This design comes from an exercise in tuning for small area on the open sky130 flow, not from production work. Only simulation tests tie the RTL to the original design; equivalence was not proved. Power is estimated from default activity; no workload was simulated.

File: run.sh
#!/bin/bash
# synth_recipe.tcl (not shown) runs the flow's synth.tcl, then flattens the netlist and writes it again
# the make line also repeats each setting of config.mk as NAME=value (left out here)
make -C /OpenROAD-flow-scripts/flow DESIGN_CONFIG=/design/flow/config.mk WORK_HOME=/design/flow/orfs CLKGATE_MAP_FILE= SYNTH_SCRIPT=/design/flow/synth_recipe.tcl finish
File: config.mk
export PLATFORM = sky130hd
export DESIGN_NAME = top
export DESIGN_NICKNAME = top
export VERILOG_FILES = /design/flow/design.v
export SDC_FILE = /design/flow/constraint.sdc
export NUM_CORES = 4
export LEC_CHECK = 0
export CAP_MARGIN = 20
export CORE_MARGIN = 2
export CORE_UTILIZATION = 40
export SLEW_MARGIN = 20
File: constraint.sdc
create_clock -name core_clock -period 10.0 [get_ports {clk}]
set_input_delay 2.0000 -clock core_clock [delete_from_list [all_inputs] [get_ports {clk}]]
set_output_delay 2.0000 -clock core_clock [all_outputs]
set_load 0.01 [all_outputs]
File: design.v
`timescale 1ns/1ns
`default_nettype none
module top (input wire clk,
	    input wire rst,
	    input wire mic_data_1,
	    input wire mic_data_2,
            output wire serial_tx,
	    output wire mic_clk_1,
	    output wire mic_clk_2,
	    output wire sel_2,
            output wire serial_split);
assign sel_2 = 1;
wire [31:0] CIC_to_serial_1;
wire [31:0] CIC_to_serial_2;
wire load_data_1;
wire clk_3MHz;
wire pdm_ce;
assign mic_clk_1 = clk_3MHz;
assign mic_clk_2 = clk_3MHz;
wire serial_conn;
assign serial_tx = serial_conn;
assign serial_split = clk_3MHz;
divider #(4) PDM1 ( .clk_in(clk), .rst(rst), .clk_out(clk_3MHz), .rise(pdm_ce));
centralCIC #(24) CIC ( .clk(clk), .ce(pdm_ce), .rst(rst), .d_in_1(mic_data_1),  .d_in_2(mic_data_2), .d_out_1(CIC_to_serial_1), .d_out_2(CIC_to_serial_2), .load(load_data_1));
serialtransmission SERIAL1 (.clk(clk), .rst(rst), .d_clk(load_data_1), .d_in_1(CIC_to_serial_1), .d_in_2(CIC_to_serial_2), .tx(serial_conn));
endmodule
module divider #(parameter M = 4)
                (input wire clk_in, input wire rst, output wire clk_out, output wire rise);
localparam N = $clog2(M);
reg [N-1:0] divcounter;
always @(posedge clk_in)
  if (rst)
    divcounter <= 0;
  else
    divcounter <= (divcounter == M - 1) ? 0 : divcounter + 1;
assign clk_out = divcounter[N-1];
assign rise = (divcounter == (1 << (N-1)) - 1);
endmodule
module centralCIC #(parameter width = 64)
		       (input wire        clk,
			input wire        ce,
			input wire        rst,
			input wire        d_in_1,
			input wire        d_in_2,
			output reg [31:0] d_out_1,
			output reg [31:0] d_out_2,
		        output reg        load);
parameter decimation_ratio = 256;  
reg [9:0] counter;
reg [width-1:0] d_tmp_1, d_d_tmp_1, d_tmp_2, d_d_tmp_2;
reg [width-1:0] d1_1;
reg [width-1:0] d2_1;
reg [width-1:0] d3_1;
reg [width-1:0] d1_2;
reg [width-1:0] d2_2;
reg [width-1:0] d3_2;
reg [width-1:0] d6_1, d_d6_1;
reg [width-1:0] d7_1, d_d7_1;
reg [width-1:0] d8_1;
reg [width-1:0] d6_2, d_d6_2;
reg [width-1:0] d7_2, d_d7_2;
reg [width-1:0] d8_2;
reg [7:0] count;
reg v_comb;   
always @(posedge clk)
begin
  if (rst)
  begin
    d1_1 <= 0;
    d2_1 <= 0;
    d3_1 <= 0;
    d1_2 <= 0;
    d2_2 <= 0;
    d3_2 <= 0;
    d_tmp_1 <= 0;
    d_tmp_2 <= 0;
    count <= 8'b0;
    load <= 1'b1;
    v_comb <= 1'b0;
  end else if (ce)
  begin
  d1_1 <= d1_1 + d_in_1;
  d2_1 <= d1_1 + d2_1;
  d3_1 <= d2_1 + d3_1;
  d1_2 <= d1_2 + d_in_2;
  d2_2 <= d1_2 + d2_2;
  d3_2 <= d2_2 + d3_2;
  if (count == decimation_ratio - 1)
  begin
    count <= 8'b0;
    d_tmp_1 <= d3_1;
    d_tmp_2 <= d3_2;
    load <= 1'b0;  
    v_comb <= 1'b1;
  end else
  begin
    load <= 1'b1;
    count <= count + 1;
    v_comb <= 1'b0;
  end
  end
end
always @(posedge clk)   
begin
  if (rst)
  begin
    counter <= 0;
    d6_1 <= 0;
    d7_1 <= 0;
    d8_1 <= 0;
    d_d_tmp_1 <= 0;
    d_d6_1 <= 0;
    d_d7_1 <= 0;
    d_out_1 <= {32{1'b1}};
    d6_2 <= 0;
    d7_2 <= 0;
    d8_2 <= 0;
    d_d_tmp_2 <= 0;
    d_d6_2 <= 0;
    d_d7_2 <= 0;
    d_out_2 <= {32{1'b1}};
  end else if (ce && v_comb)
  begin
    d_d_tmp_1 <= d_tmp_1;
    d_d_tmp_2 <= d_tmp_2;
    d6_1 <= d_tmp_1 - d_d_tmp_1;
    d6_2 <= d_tmp_2 - d_d_tmp_2;
    d_d6_1 <= d6_1;
    d_d6_2 <= d6_2;
    d7_1 <= d6_1 - d_d6_1;
    d7_2 <= d6_2 - d_d6_2;
    d_d7_1 <= d7_1;
    d_d7_2 <= d7_2;
    d8_1 <= d7_1 - d_d7_1;
    d8_2 <= d7_2 - d_d7_2;
    d_out_2 <= {{(32-width){1'b0}}, d8_2};
    if (counter == 511)
    begin
      d_out_1 <= {32{1'b1}};
      counter <= 10'b0;
    end else begin
      counter <= counter + 1;
      d_out_1 <= {{(32-width){1'b0}}, d8_1};
    end
  end
end
endmodule
module serialtransmission(input wire        clk,     
                          input wire        rst,
                          input wire        d_clk,   
	                  input wire [31:0] d_in_1,  
	                  input wire [31:0] d_in_2,  
                          output wire       tx       
              );
parameter BAUD = 15;
reg [9:0] counter;
reg [39:0] data;
reg load;
reg start;
reg transmitting;
wire baud_ce;
wire clk_baud;
wire start_next = (load == 0 && transmitting == 0) ? 1'b1 :
                  (transmitting == 1) ? 1'b0 : start;
always @(posedge clk)
begin
  if (rst)
  begin
    load <= 1'b1;
    start <= 1'b0;
    data <= 40'b1000000000100000000010000000001000000000;
  end else
  begin
  load <= d_clk;
  if (transmitting == 1) start <= 0;
  if (load == 0)
  begin
    data <= {1'b1, d_in_1[23:16], 1'b0, 1'b1, d_in_1[15:8], 1'b0, 1'b1, d_in_2[23:16], 1'b0, 1'b1, d_in_2[15:8], 1'b0};   
    if (transmitting == 0) start <= 1;
  end
  end
end
always @(posedge clk)
begin
  if (rst)
  begin
    counter <= 0;
    transmitting <= 1'b0;
  end else if (baud_ce)
  begin
  if (start_next == 1)
  begin
    counter <= 0;      
    transmitting <= 1;
  end
  if (transmitting)
  begin
    if (counter < 40) counter <= counter + 1;  
    else
    begin
      transmitting <= 0;
      counter <= 0;
    end
  end
  end
end
assign tx = (transmitting && counter < 40) ? data[counter] : 1;
divider #(BAUD) BAUD0 ( .clk_in(clk), .rst(rst), .clk_out(clk_baud), .rise(baud_ce));
endmodule
==> summary.txt <==
* Yosys top cell area share at 36.2%
* Top_reg_cell synth: dfxtp_1
* Mean Syn Cell Area at 7.86 sq um
* H-tree lvl count at 3
* Largest net degree at the start of global routing at 203
* # placed instances at 4863
* Worst setup startpoint: SERIAL1.counter[0]$_SDFFE_PP0P_
* Seq cells post-synth at 567
* CTS Sinks at 567
* RePlAce Congestion at 0.863
* Min-delay src: CIC.d8_1[20]$_SDFFE_PP0P_
* Setup TNS at 0 ns
* Global route overflow at 0
* CP max stage delay at 0.74 ns
* Worst r2r src: PDM1.divcounter[1]$_SDFF_PP0_
* Die width at 284 microns
* Share of layout cells above drive strength 1 at 3.88%
* Hold buffers post-CTS at 0
* Most area-consuming cells after synthesis: dfxtp_1, ha_1, nand2_1
* PD cells at 142 nW/um^2
* Drt drc at 0
* Post-DRT Antenna Nets at 0
* Max VDD drop at 0.108 mV
* Seq pwr share at 46.5%
* Die Y at 284 microns
* Logic pwr share at 2.6%
* Worst Path Buf+Inv at 1
* Clock Power Share at 50.8%
* Crit-path leading delay family: multiplexers
* Register-to-Register Path Depth at 10
* # rows at 102
* Longest Clk Path Bufs at 3
* Status: timing/DRC/antenna clean
* Initial antenna violation count at 0
* R2R Setup Slk at 6.72 ns
* Final worst-path setup slack at 4.80 ns
* Clock Skew at 0.0219 ns
* Fmax achieved at 0.192 GHz
* Max-slew headroom at 32.3%
* Num CTS Buffers at 68
* Reg clk slew, reported paths at 0.06 ns
* Root buf cell: clkbuf_16
* Crit path arrival time at 3.20 ns
* Total GRT Usage at 15.7%
* Fin cells at 4979
* Synth cell count leaders: nand2_1, dfxtp_1, a21oi_1, nor2_1, ha_1
* Crit-path max FO at 17
* Slowest CP cell: dfxtp_1
* Final worst-path cycle share at 52.0%
* CP Depth at 7
* Unrepaired setup endpoints after global routing: false
* Average wire per standard cell at 13.0 microns
* Sw Pwr at 0.00107 W
* Avg Vias per Cell at 5.05
* Async SR Flop Fraction at 0%
* Syn_nets at 4238
* Cell Area, Synth at 31300 sq um
* Total Wirelength at 64600 microns
* Post-CTS sizing at 0
* Final hold vios at 0
* Critical Path End Type: primary output
* Synth cell types at 81
* Worst hold slack at 0.443 ns
* Leak at 13.9 nW
* Post-CTS Setup Bufs at 0
* Core box area at 77500 sq um
* Worst endpoint required time at 8.00 ns
* Crit path to: serial_tx
* Worst Tran Pin Value at 1.02 ns
* Yosys warnings at 4
* Critical path type: reg2out
* Biggest register: SERIAL1.data
* Post-route cell area at 34500 sq um
* CP Launch Type: register
* Starting Density at 40.5%
* Latest clock arrival within the worst-skew pair at 0.61 ns
* Mapped Cells at 3987
* Max-capacitance violation count at 0
* Placed wire-length estimate at 44000 microns
* Detailed Routing Iterations Pass 1 at 5
* Vias in the first global route at 23300
* Final setup viols at 0
* EDFF count, synth at 0
* # IOs at 9
* Switching Share at 21.9%
* Nets at 4144
* Via Count at 25200
* Tmin final at 5.20 ns
* Placement Setup Slack at 5.38 ns
* Area delta synth->final at 9.97%
* Critical Path, Cell by Cell: mux4_2, mux4_2, nand2_1, o21ai_1, o21ai_1, nand2_1, clkdlybuf4s50_1
* Seq/Total Area, Yosys at 36.2%
* Most frequent cell after synthesis: nand2_1
* Placed cell area at 32200 sq um
* Fillers at 7899
* Hold Path Class: reg2reg
* Post-synth top area cell: dfxtp_1
* CTS tree: done
* DR iter-0 viols at 1355
* Critical R2R Capture: CIC.d1_2[23]$_SDFFE_PP0N_
* Die Footprint at 80600 sq um
* First-pass GRT wire length at 111000 microns
* IO buf count at 7
* Max-slew violations at 0
* Largest register FFs at 32
* Internal at 0.00382 W
* Antenna Cells at 0
## kinds of logic after synthesis
kind of cell    after synthesis  synth area share, %
compound gates             1057                 20.3
mux                          86                 2.96
flops                       567                 36.2
fa+ha+maj                   247                 10.1
other cells                   1               0.0120
simple gates               1417                 19.7
xor+xnor                    216                 6.04
buf+inv                     396                 4.78
## power by group through the flow
stage               registers (W)  clock network [W]  logic (W)
finish                    0.00228            0.00249   0.000130
global route              0.00228            0.00266   0.000145
CTS                       0.00228            0.00257   0.000132
detailed placement        0.00233                  0   0.000133
global placement          0.00233                  0   0.000131
floorplan                 0.00232                  0  0.0000991
## layer usage
metal  global-route usage, %  routed length, microns  up-vias
li1                        -                       -    13600
met1                    21.3                   32700    11200
met2                    25.9                   28700      240
met3                    2.50                    1760      102
met4                    4.39                    1460        0
met5                       0                       0        -
## area by class of cell
| class | count | area [sq um] | share of cell area [%] |
|---|---|---|---|
| inverters | 208 | 781 | 2.26 |
| multi-input cells | 3024 | 18500 | 53.8 |
| clock inverters | 20 | 239 | 0.693 |
| well taps | 1040 | 1300 | 3.77 |
| clock buffers | 96 | 2030 | 5.89 |
| repair buffers | 24 | 228 | 0.661 |
| flip-flops and latches | 567 | 11400 | 32.9 |
## per-stage QoR
stage	utilization, %	total power [W]
3_3_place_gp	41.6	0.00246
5_1_grt	44.5	0.00508
4_1_cts	44.5	0.00498
6_report	44.5	0.00490
3_5_place_dp	41.6	0.00246
2_1_floorplan	-	0.00242
## worst register-to-register path: stages, from the launching register on
cell and delay (ns):
dfxtp_1 0.34, inv_1 0.10, ha_4 0.54, buf_4 0.60
and3_1 0.33, nand4_1 0.25, nor3_1 0.37, and4_1 0.30
nand4_1 0.12, xor2_1 0.15, nor2_1 0.05
## layout by cell type, fill, tap and decap left out, drive strengths merged, types with 7 or more instances in the layout
master	instances
nand2	754
dfxtp	567
a21oi	445
nor2	296
ha	239
o21ai	225
inv	211
xor2	113
xnor2	103
clkbuf	96
a21o	93
nand3	82
mux2i	78
a211oi	53
nor3	43
nand4	42
a31oi	42
nor2b	39
and3	33
o21a	32
nand3b	31
nand2b	28
o21bai	24
or3	23
buf	18
o31ai	17
o211ai	16
and2	12
a21boi	11
clkinv	11
a31o	9
a221o	8
fa	8
a211o	7
a22o	7
nor3b	7
or2	7
## worst min path at each step
stage	endpoint	cells past startpoint
after detailed placement	CIC.d8_2[23]$_SDFFE_PP0P_	2
after CTS	CIC.d8_2[23]$_SDFFE_PP0P_	2
after global placement	CIC.d8_1[23]$_SDFFE_PP0P_	2
after global routing	CIC.d_d_tmp_1[20]$_SDFFE_PP0P_	2
after floorplan	SERIAL1.load$_SDFF_PP1_	1
final	CIC.d8_1[20]$_SDFFE_PP0P_	2

what the ideal ports hide:
In the flow no input, the clock included, has a driving cell. The finished layout below was timed again as built, in two steps. Step 1 assumes that a clkbuf_16 drives the clock port and a buf_2 every other input. Step 2 also shifts input and output timing later by t, the mid clock arrival at the registers, as if the neighbouring blocks saw the same clock. a / b / c = ideal ports / drivers / drivers and shift; a / b = the first two.
shift t [ns]: 0.660
setup slack, ns: 4.796 / 4.732 / 5.392
worst slew at a driven data input, ns: 0.06
After both steps setup and hold are still met in this run. The setup slack of this run moves by -0.064 ns with the drivers and by +0.596 ns with both steps.
